From an optimization exercise on the open Yosys and OpenROAD flow, aimed at small area; shortcuts taken in it are not production practice.
In this exercise RTL edits were held to simulation tests only and were not proved equivalent to the original.

==> try-delta <==
==> flow/design.v <==
module Sync_top(
    input   wire        PCK,
    input   wire        RSTN,
    input   wire        MRX_FLAG_RE,
    input   [14:0]      MAD,
    input   [31:0]      MDI,
    input   [31:0]      MBE,
    input               MWE,
    input   [9:0]       DI,
    output  [31:0]      MDO_SYNC_TOP,
    output  reg         HLOCK,
    output  reg         VLOCK,
    output  reg         SYNC_ACT,
    output  reg[9:0]    SYNC_DO
);
function [12:0] add12(input [11:0] a, input [11:0] b, input ci);
    integer i; reg c;
    begin
        c = ci;
        for (i = 0; i < 12; i = i + 1) begin
            add12[i] = a[i] ^ b[i] ^ c;
            c = (a[i] & b[i]) | (a[i] & c) | (b[i] & c);
        end
        add12[12] = c;
    end
endfunction
function cout12(input [11:0] a, input [11:0] b, input ci);
    integer i; reg c;
    begin
        c = ci;
        for (i = 0; i < 12; i = i + 1)
            c = (a[i] & b[i]) | (a[i] & c) | (b[i] & c);
        cout12 = c;
    end
endfunction
function [12:0] inc12(input [11:0] a, input ci);
    integer i; reg c;
    begin
        c = ci;
        for (i = 0; i < 12; i = i + 1) begin
            inc12[i] = a[i] ^ c;
            c = a[i] & c;
        end
        inc12[12] = c;
    end
endfunction
function cmp12(input [11:0] a, input [11:0] b, input eq);
    integer i; reg c;
    begin
        c = eq;
        for (i = 0; i < 12; i = i + 1)
            c = (~a[i] & b[i]) | (~a[i] & c) | (b[i] & c);
        cmp12 = c;
    end
endfunction
wire hi0 = (MAD[14:6] == 9'd0);
wire s16 = hi0 & (MAD[5:0] == 6'h16);
wire s17 = hi0 & (MAD[5:0] == 6'h17);
wire s18 = hi0 & (MAD[5:0] == 6'h18);
wire s19 = hi0 & (MAD[5:0] == 6'h19);
wire s20 = hi0 & (MAD[5:0] == 6'h20);
wire s21 = hi0 & (MAD[5:0] == 6'h21);
wire s2a = hi0 & (MAD[5:0] == 6'h2a);
wire s2b = hi0 & (MAD[5:0] == 6'h2b);
wire s30 = hi0 & (MAD[5:0] == 6'h30);
wire s31 = hi0 & (MAD[5:0] == 6'h31);
wire s32 = hi0 & (MAD[5:0] == 6'h32);
reg [10:0] SYNC_HSP, SYNC_VSP, SYNC_VTW, SYNC_HW, SYNC_VW;
reg [11:0] SYNC_HTW, DOT_H, DOT_V, DOT_W;
reg [2:0]  CH;
reg        SYNC_UP;
wire [11:0] wd = MDI[11:0];
wire [11:0] wm = MBE[11:0];
always @(posedge PCK or negedge RSTN) begin
    if (!RSTN) begin
        SYNC_HSP <= 11'd1;
        SYNC_VSP <= 11'd28;
        SYNC_HTW <= 12'd2200;
        SYNC_VTW <= 11'd1125;
        SYNC_HW  <= 11'd1920;
        SYNC_VW  <= 11'd1080;
        CH       <= 3'd0;
        SYNC_UP  <= 1'b0;
        DOT_H    <= 12'd960;
        DOT_V    <= 12'd540;
        DOT_W    <= 12'd10;
    end else if (MWE) begin
        if (s20) SYNC_HSP <= (wm[10:0] & wd[10:0]) | (~wm[10:0] & SYNC_HSP);
        if (s21) SYNC_VSP <= (wm[10:0] & wd[10:0]) | (~wm[10:0] & SYNC_VSP);
        if (s16) SYNC_HTW <= (wm & wd) | (~wm & SYNC_HTW);
        if (s17) SYNC_VTW <= (wm[10:0] & wd[10:0]) | (~wm[10:0] & SYNC_VTW);
        if (s18) SYNC_HW  <= (wm[10:0] & wd[10:0]) | (~wm[10:0] & SYNC_HW);
        if (s19) SYNC_VW  <= (wm[10:0] & wd[10:0]) | (~wm[10:0] & SYNC_VW);
        if (s2a) CH       <= (wm[2:0] & wd[2:0]) | (~wm[2:0] & CH);
        if (s2b) SYNC_UP  <= (wm[0] & wd[0]) | (~wm[0] & SYNC_UP);
        if (s30) DOT_H    <= (wm & wd) | (~wm & DOT_H);
        if (s31) DOT_V    <= (wm & wd) | (~wm & DOT_V);
        if (s32) DOT_W    <= (wm & wd) | (~wm & DOT_W);
    end
end
assign MDO_SYNC_TOP = {20'd0,
      ({12{s20}} & {1'b0, SYNC_HSP})
    | ({12{s21}} & {1'b0, SYNC_VSP})
    | ({12{s16}} & SYNC_HTW)
    | ({12{s17}} & {1'b0, SYNC_VTW})
    | ({12{s18}} & {1'b0, SYNC_HW})
    | ({12{s19}} & {1'b0, SYNC_VW})
    | ({12{s2a}} & {9'd0, CH})
    | ({12{s2b}} & {11'd0, SYNC_UP})
    | ({12{s30}} & DOT_H)
    | ({12{s31}} & DOT_V)
    | ({12{s32}} & DOT_W)};
wire aSYNC_UP = MWE & s2b;
reg [11:0] HCNT;
reg [10:0] VCNT;
wire [11:0] VCNT12 = {1'b0, VCNT};
wire [11:0] HSP12 = {1'b0, SYNC_HSP};
wire [11:0] VSP12 = {1'b0, SYNC_VSP};
wire [11:0] SH = add12(HSP12, {1'b0, SYNC_HW}, 1'b0);
wire [11:0] SV = add12(VSP12, {1'b0, SYNC_VW}, 1'b0);
wire ACT_H = cmp12(HSP12, HCNT, 1'b1) & cmp12(HCNT, SH, 1'b0);
wire ACT_V = cmp12(VSP12, VCNT12, 1'b1) & cmp12(VCNT12, {1'b0, SV[10:0]}, 1'b0);
wire ACT_T = ACT_H & ACT_V;
reg SYNC_ON;
always @(posedge PCK or negedge RSTN) begin
    if (!RSTN)             SYNC_ON <= 1'd0;
    else if (aSYNC_UP)     SYNC_ON <= 1'd1;
    else if (MRX_FLAG_RE)  SYNC_ON <= 1'd0;
end
wire CNT_RST = SYNC_ON & MRX_FLAG_RE;
wire [12:0] HINC = inc12(HCNT, 1'b1);
wire [12:0] VINC = inc12(VCNT12, 1'b1);
always @(posedge PCK or negedge RSTN) begin
    if (!RSTN)                  HCNT <= 12'b0;
    else if (HLOCK | CNT_RST)   HCNT <= 12'b0;
    else                        HCNT <= HINC[11:0];
end
always @(posedge PCK or negedge RSTN) begin
    if (!RSTN)           VCNT <= 11'b0;
    else if (CNT_RST)    VCNT <= 11'b0;
    else if (HLOCK) begin
        if (VLOCK)       VCNT <= 11'b0;
        else             VCNT <= VINC[10:0];
    end
end
wire [12:0] HTWM2 = add12(SYNC_HTW, 12'hFFE, 1'b0);
wire HEND = (HCNT == HTWM2[11:0]);
wire VEND = (VINC[11:0] == {1'b0, SYNC_VTW});
wire HTW_GE2 = |SYNC_HTW[11:1];
always @(posedge PCK or negedge RSTN) begin
    if (!RSTN) begin
        HLOCK <= 1'b0;
        VLOCK <= 1'b0;
        SYNC_ACT <= 1'b0;
    end else begin
        HLOCK <= HEND;
        VLOCK <= HEND & HTW_GE2 & VEND;
        SYNC_ACT <= ACT_T;
    end
end
reg [11:0] K_H, K_V;
reg TURN_H, TURN_V;
wire [12:0] ZH = add12(K_H, SH, 1'b0);
wire [12:0] ZV = add12(K_V, SV, 1'b0);
wire SH_GE21 = (SH > 12'd20);
wire SV_GE21 = (SV > 12'd20);
wire ZH_LE40 = (ZH[12:6] == 7'd0) & (ZH[5:0] <= 6'd40);
wire ZV_LE41 = (ZV[12:6] == 7'd0) & (ZV[5:0] <= 6'd41);
wire ZH_LEN  = ~ZH[12] | ((ZH[11:6] == 6'd0) & (ZH[5:0] <= 6'd40));
wire ZV_LEN  = ~ZV[12] | ((ZV[11:6] == 6'd0) & (ZV[5:0] <= 6'd41));
wire KH_GT19 = (K_H > 12'd19);
wire KV_GT20 = (K_V > 12'd20);
wire HI_H = KH_GT19 ? (SH_GE21 ? ZH_LEN : ZH_LE40) : (SH_GE21 & ZH_LE40);
wire HI_V = KV_GT20 ? (SV_GE21 ? ZV_LEN : ZV_LE41) : (SV_GE21 & ZV_LE41);
wire LO_H = ~KH_GT19 | cout12(K_H, HSP12, 1'b1);
wire LO_V = ~KV_GT20 | cout12(K_V, VSP12, 1'b0);
always @(posedge PCK or negedge RSTN) begin
    if (!RSTN) begin
        K_H <= 12'd18;       
        TURN_H <= 1'b1;
        K_V <= 12'd4088;     
        TURN_V <= 1'b1;
    end else begin
        if (VLOCK) begin
            if (HI_H)       TURN_H <= 1'b0;
            else if (LO_H)  TURN_H <= 1'b1;
            if (HI_V)       TURN_V <= 1'b0;
            else if (LO_V)  TURN_V <= 1'b1;
        end
        K_H <= add12(K_H, {{8{VLOCK & TURN_H}}, {3{VLOCK & ~TURN_H}}, 1'b0}, VLOCK);
        K_V <= add12(K_V, {{8{VLOCK & TURN_V}}, {3{VLOCK & ~TURN_V}}, 1'b0}, VLOCK);
    end
end
wire [11:0] PH = add12(HCNT, K_H, 1'b0);
wire [11:0] PV = add12(VCNT12, K_V, 1'b0);
wire PIXEL = (K_H > 12'd39) & (PH <= 12'd38)
           & ((K_V == 12'd0) | (K_V > 12'd40)) & (PV <= 12'd40);
wire DOT = cmp12(add12(DOT_V, ~DOT_W, 1'b1), VCNT12, 1'b1)
         & cmp12(VCNT12, add12(DOT_V, DOT_W, 1'b0), 1'b1)
         & cmp12(add12(DOT_H, ~DOT_W, 1'b1), HCNT, 1'b0)
         & cmp12(HCNT, add12(DOT_H, DOT_W, 1'b0), 1'b0);
always @(posedge PCK or negedge RSTN) begin
    if (!RSTN)
        SYNC_DO <= 10'b0;
    else if (ACT_T)
        case (CH)
            3'd1:    SYNC_DO <= {{8{PIXEL}}, 2'b0};
            3'd2:    SYNC_DO <= {HCNT[7:0], 2'b0};
            3'd3:    SYNC_DO <= {VCNT[7:0], 2'b0};
            3'd4:    SYNC_DO <= {HCNT[7:0] ^ VCNT[7:0], 2'b0};
            3'd5:    SYNC_DO <= {DI[7:0], 2'b0};
            3'd6:    SYNC_DO <= {2'b0, {8{DOT}}};
            default: SYNC_DO <= DI;
        endcase
    else
        SYNC_DO <= 10'b0;
end
endmodule
==> flow/flow/run.sh <==
#!/bin/bash
# Standard layout, with plain buf_1 cells as the port buffers and no resizer
# changes kept from timing-driven global placement.
set -euo pipefail
bash standard.sh "BUFFER_PORTS_ARGS=-buffer_cell sky130_fd_sc_hd__buf_1" "GPL_KEEP_OVERFLOW=0" finish > standard_flow.log 2>&1
==> flow/standard.sh <==
#!/bin/bash
# synth_recipe.tcl (not shown) runs the flow's synth.tcl, then flattens the netlist and writes it again
# the make line also repeats each setting of config.mk as NAME=value (left out here)
make -C /OpenROAD-flow-scripts/flow DESIGN_CONFIG=/design/flow/config.mk WORK_HOME=/design/flow/orfs CLKGATE_MAP_FILE= SYNTH_SCRIPT=/design/flow/synth_recipe.tcl "${@:-finish}"
==> flow/config.mk <==
export PLATFORM = sky130hd
export DESIGN_NAME = Sync_top
export DESIGN_NICKNAME = Sync_top
export VERILOG_FILES = /design/flow/design.v
export SDC_FILE = /design/flow/constraint.sdc
export NUM_CORES = 4
export LEC_CHECK = 0
export CAP_MARGIN = 20
export CORE_MARGIN = 2
export CORE_UTILIZATION = 40
export CTS_BUF_LIST = sky130_fd_sc_hd__clkbuf_8
export CTS_CLUSTER_SIZE = 15
export SLEW_MARGIN = 20
==> flow/constraint.sdc <==
create_clock -name core_clock -period 6.7 [get_ports {PCK}]
set_input_delay 1.3400 -clock core_clock [delete_from_list [all_inputs] [get_ports {PCK}]]
set_output_delay 1.3400 -clock core_clock [all_outputs]
set_load 0.01 [all_outputs]
==> inputs of try-garnet, as changes to try-delta <==
==> flow/flow/run.sh (replaced) <==
#!/bin/bash
# Layout flow: the standard flow (standard.sh) with these changes.
#  * Synthesis: the standard script, except that Yosys's quick ABC pass
#    before adder extraction is skipped (synth -noabc), and the final ABC
#    technology mapping uses flow/abc_area.script (area-recovering mapping,
#    no buffering or sizing; placement repairs timing). Registers, their names
#    and their cell types are as in the standard synthesis.
#  * Port buffers are plain buf_1 cells.
#  * Clock tree synthesis inserts no dummy balancing loads.
# Each tool's output is in orfs/logs/; make's output is in standard_flow.log.
set -euo pipefail
here=$PWD
abc_script=$here/flow/abc_area.script
# synthesis core: ORFS's synth.tcl with the ABC script swapped after the preamble
python3 - "$FLOW_HOME/scripts/synth.tcl" "$here/core_synth.tcl" "$abc_script" <<'PY'
import sys
src, dst, abc = sys.argv[1:]
v = open(src).read()
hook = "source $::env(SCRIPTS_DIR)/synth_preamble.tcl\n"
assert v.count(hook) == 1
v = v.replace(hook, hook + "set abc_args [lreplace $abc_args 1 1 {%s}]\n" % abc)
open(dst, "w").write(v)
PY
sed -e '1s/yosys synth -nofsm -noshare /yosys synth -nofsm -noshare -noabc /' \
    -e "s|source \$::env(SCRIPTS_DIR)/synth.tcl|source $here/core_synth.tcl|" \
    synth_recipe.tcl > own_synth.tcl
grep -q -- '-noabc' own_synth.tcl
grep -q "core_synth.tcl" own_synth.tcl
bash standard.sh \
  "SYNTH_SCRIPT=$here/own_synth.tcl" \
  "BUFFER_PORTS_ARGS=-buffer_cell sky130_fd_sc_hd__buf_1" \
  "CTS_ARGS=-sink_clustering_enable -repair_clock_nets -sink_clustering_size 15 -buf_list sky130_fd_sc_hd__clkbuf_8 -dont_use_dummy_load" \
  finish > standard_flow.log 2>&1
==> flow/flow/abc_area.script (new file) <==
strash
&get -n
&st
&syn2
&dch -f
&nf -R 1000
&put
strash
&get -n
&st
&dch -f
&nf -R 1000
&put
topo
stime -c
==> results_dict.tcl <==
set metrics [dict create \
    die_h_um 179.4 \
    combPwrFrac_pct 15.4 \
    via_per_inst 5.865 \
    buffers_excl_clock 112 \
    drive_above_1_share_pct 9.091 \
    hpwl_um 29660 \
    final_cell_mix "nand2_1 (135), dfrtp_1 (126), fa_1 (112)" \
    route.met3.wl_um 2725 \
    total_power_mw 2.047 \
    crit_slowest_cell "fa_1" \
    post_cts_resized 0 \
    status "complete, no violations" \
    coreArea_um2 30430 \
    tightest_slew_ns 1.062 \
    ir_drop_v 0.00009843 \
    synth_area_um2 12300 \
    synth.top_cell.area_share_pct 25.63 \
    synth_area_leaders "dfrtp_1 (26%), fa_1 (20%), dfstp_2 (9.4%)" \
    synthSimpleGateAreaFrac_pct 11.90 \
    placedCellCount 1642 \
]
-- figures above: try-garnet

==> results_dict.tcl <==
set metrics [dict create \
    synth_area_leaders "dfrtp_1 (23%), fa_1 (18%), mux2_2 (9.0%)" \
    total_power_mw 2.245 \
    synth.top_cell.area_share_pct 23.32 \
    buffers_excl_clock 92 \
    placedCellCount 1812 \
    ir_drop_v 0.0001549 \
    coreArea_um2 33450 \
    hpwl_um 31670 \
    route.met3.wl_um 2806 \
    tightest_slew_ns 1.218 \
    final_cell_mix "inv_1 (176), nand2_1 (135), dfrtp_1 (123)" \
    status "complete, no violations" \
    switchingPower_uw 722.2 \
    drc 0 \
    die_h_um 187.9 \
    via_per_inst 5.759 \
    post_cts_resized 7 \
]
-- figures above: try-delta

==> separate check: timing with driven ports <==
No port has a modelled driver above. Below, the same layouts with a new extraction and two added sets of constraints.
Step 1: set_driving_cell puts a clkbuf_16 on PCK and a buf_2 on each other input, an assumption about the parent block.
Step 2, shift: input delay + t, output delay - t, t = (earliest + latest rising clock arrival at the registers) / 2. This alone moves slack from input paths to output paths.
a / b / c = ideal / step 1 / step 2; a / b = the first two.
| run | t, ns | setup WS [ns] | worst register clock-pin slew, ns |
|---|---|---|---|
| try-delta | 0.552 | 0.159 / 0.159 / 0.159 | 0.12 / 0.12 |
| try-garnet | 0.543 | 0.205 / 0.205 / 0.205 | 0.11 / 0.11 |
After both steps every run listed still meets setup and hold.
